Source: an optimization exercise on an open RTL-to-GDS flow (aim: small area and a short achievable clock period). Production flows keep margins and buffers that such runs may drop.
RTL that was checked went through simulation tests only; none was proved equivalent to the original.

==> flow/design.v (excerpt) <==
module booth_mul_top(clk, A, B, m, ov);
	input clk;
	input [15:0] A, B;
	output reg [30:0] m;
	output reg ov;
	reg [15:0] a_q, b_q;
	wire [30:0] m_w;
	wire ov_w;
	BoothMUL mul(.A(a_q), .B(b_q), .m(m_w), .ov(ov_w));
	always @(posedge clk) begin
		a_q <= A;
		b_q <= B;
		m <= m_w;
		ov <= ov_w;
	end
endmodule
Size in the first run: about 64 flip-flops.
clock: 12.2 ns
lec_check: 0
abc_area: 1
cap_margin: 20
core_margin: 2
core_utilization: 50
slew_margin: 80
synth_hierarchical: 1
synth_minimum_keep_size: 0
standard.sh (not shown) runs the stock make flow with config.mk's settings and CLKGATE_MAP_FILE= SYNTH_SCRIPT=/design/flow/synth_recipe.tcl, a recipe that flattens the netlist after the stock synthesis.
==> flow/flow/run.sh <==
#!/bin/bash
# The standard layout (standard.sh, unchanged synthesis), except that the
# port buffers inserted at placement use sky130_fd_sc_hd__buf_1 instead of the
# resizer's default choice (clkdlybuf4s50_1). Every port still gets a buffer.
export BUFFER_PORTS_ARGS="-buffer_cell sky130_fd_sc_hd__buf_1"
bash standard.sh > standard.log 2>&1
Change:
--- a/flow/design.v
+++ b/flow/design.v
@@ -528,24 +528,57 @@
 	FA fa212(.a(c112), .b(s159), .c(c158), .cout(c212), .sum(s211));
 	FA fa214(.a(s117), .b(c160), .c(s161), .cout(c214), .sum(s213));
 	FA fa216(.a(c118), .b(s163), .c(c162), .cout(c216), .sum(s215));
 	FA fa218(.a(c120), .b(s165), .c(c164), .cout(c218), .sum(s217));
 	FA fa220(.a(pp7_13), .b(s167), .c(c166), .cout(c220), .sum(s219));
 	FA fa222(.a(pp6_16), .b(pp7_14), .c(c168), .cout(c222), .sum(s221));
 	assign s223 = ~pp7_15;
 	assign c224 = pp7_15;
 	wire [31:0] X = {1'b1, pp7_16, s223, s221, s219, s217, c214, s213, s211, s209, c206, c204, c202, c200, c198, c196, c194, c192, c190, c188, c186, c184, c182, c180, c178, c176, c174, c172, c170, pp1_0, pp0_1, neg0};
 	wire [31:0] Y = {1'b0, c224, c222, c220, c218, c216, s215, c212, c210, c208, s207, s205, s203, s201, s199, s197, s195, s193, s191, s189, s187, s185, s183, s181, s179, s177, s175, s173, s171, s169, 1'b0, pp0_0};
 	wire [31:0] P;
-	wire [31:0] g = X & Y;
-	wire [31:0] p = X ^ Y;
+	wire [31:0] g, p;
+	HA pg0(.a(X[0]), .b(Y[0]), .cout(g[0]), .sum(p[0]));
+	assign g[1] = 1'b0;
+	assign p[1] = pp0_1;
+	HA pg2(.a(X[2]), .b(Y[2]), .cout(g[2]), .sum(p[2]));
+	HA pg3(.a(X[3]), .b(Y[3]), .cout(g[3]), .sum(p[3]));
+	HA pg4(.a(X[4]), .b(Y[4]), .cout(g[4]), .sum(p[4]));
+	HA pg5(.a(X[5]), .b(Y[5]), .cout(g[5]), .sum(p[5]));
+	HA pg6(.a(X[6]), .b(Y[6]), .cout(g[6]), .sum(p[6]));
+	HA pg7(.a(X[7]), .b(Y[7]), .cout(g[7]), .sum(p[7]));
+	HA pg8(.a(X[8]), .b(Y[8]), .cout(g[8]), .sum(p[8]));
+	HA pg9(.a(X[9]), .b(Y[9]), .cout(g[9]), .sum(p[9]));
+	HA pg10(.a(X[10]), .b(Y[10]), .cout(g[10]), .sum(p[10]));
+	HA pg11(.a(X[11]), .b(Y[11]), .cout(g[11]), .sum(p[11]));
+	HA pg12(.a(X[12]), .b(Y[12]), .cout(g[12]), .sum(p[12]));
+	HA pg13(.a(X[13]), .b(Y[13]), .cout(g[13]), .sum(p[13]));
+	HA pg14(.a(X[14]), .b(Y[14]), .cout(g[14]), .sum(p[14]));
+	HA pg15(.a(X[15]), .b(Y[15]), .cout(g[15]), .sum(p[15]));
+	HA pg16(.a(X[16]), .b(Y[16]), .cout(g[16]), .sum(p[16]));
+	HA pg17(.a(X[17]), .b(Y[17]), .cout(g[17]), .sum(p[17]));
+	HA pg18(.a(X[18]), .b(Y[18]), .cout(g[18]), .sum(p[18]));
+	HA pg19(.a(X[19]), .b(Y[19]), .cout(g[19]), .sum(p[19]));
+	HA pg20(.a(X[20]), .b(Y[20]), .cout(g[20]), .sum(p[20]));
+	HA pg21(.a(X[21]), .b(Y[21]), .cout(g[21]), .sum(p[21]));
+	HA pg22(.a(X[22]), .b(Y[22]), .cout(g[22]), .sum(p[22]));
+	HA pg23(.a(X[23]), .b(Y[23]), .cout(g[23]), .sum(p[23]));
+	HA pg24(.a(X[24]), .b(Y[24]), .cout(g[24]), .sum(p[24]));
+	HA pg25(.a(X[25]), .b(Y[25]), .cout(g[25]), .sum(p[25]));
+	HA pg26(.a(X[26]), .b(Y[26]), .cout(g[26]), .sum(p[26]));
+	HA pg27(.a(X[27]), .b(Y[27]), .cout(g[27]), .sum(p[27]));
+	HA pg28(.a(X[28]), .b(Y[28]), .cout(g[28]), .sum(p[28]));
+	HA pg29(.a(X[29]), .b(Y[29]), .cout(g[29]), .sum(p[29]));
+	HA pg30(.a(X[30]), .b(Y[30]), .cout(g[30]), .sum(p[30]));
+	assign g[31] = 1'b0;
+	assign p[31] = ~1'b0;
 	assign G225 = g[1] | (p[1] & g[0]);
 	assign Pq226 = p[1] & p[0];
 	assign G227 = g[3] | (p[3] & g[2]);
 	assign Pq228 = p[3] & p[2];
 	assign G229 = g[5] | (p[5] & g[4]);
 	assign Pq230 = p[5] & p[4];
 	assign G231 = g[7] | (p[7] & g[6]);
 	assign Pq232 = p[7] & p[6];
 	assign G233 = g[9] | (p[9] & g[8]);
 	assign Pq234 = p[9] & p[8];
 	assign G235 = g[11] | (p[11] & g[10]);
After rerunning: Die area stays flat. Setup slack is better by 0.0077 ns. Cell count stays flat. Count of clock-buffer cells in the layout went down by 1. Sequential cell count is unchanged. Wire length went down by 4.6%. First-iteration DRC count went up by about 5%. Utilization went down by 0.62 points. Non-clock buffer count went down by 2. Final area went down by about 1.1%.
Function not checked in the first run of this note: the RTL went through the layout flow alone.

separate check: timing with driven ports:
The results above use ideal ports. As a check the final layouts listed here were re-extracted and re-timed, cells and wires unchanged. Step 1: set_driving_cell puts a clkbuf_16 on clk and a buf_2 on each other input, an assumption about the parent block. Step 2 also shifts input and output timing later by t, the mid clock arrival at the registers, as if the neighbouring blocks saw the same clock. Three values: ideal ports, drivers, drivers and shift; two values: the first two.
run | t, ns | slack for setup (ns) | hold WS [ns]
the first run | 0.383 | 7.285 / 7.285 / 7.285 | 0.600 / 0.600 / 0.600
the second run | 0.382 | 7.293 / 7.293 / 7.293 | 0.725 / 0.725 / 0.725
After both steps every run listed still meets setup and hold.
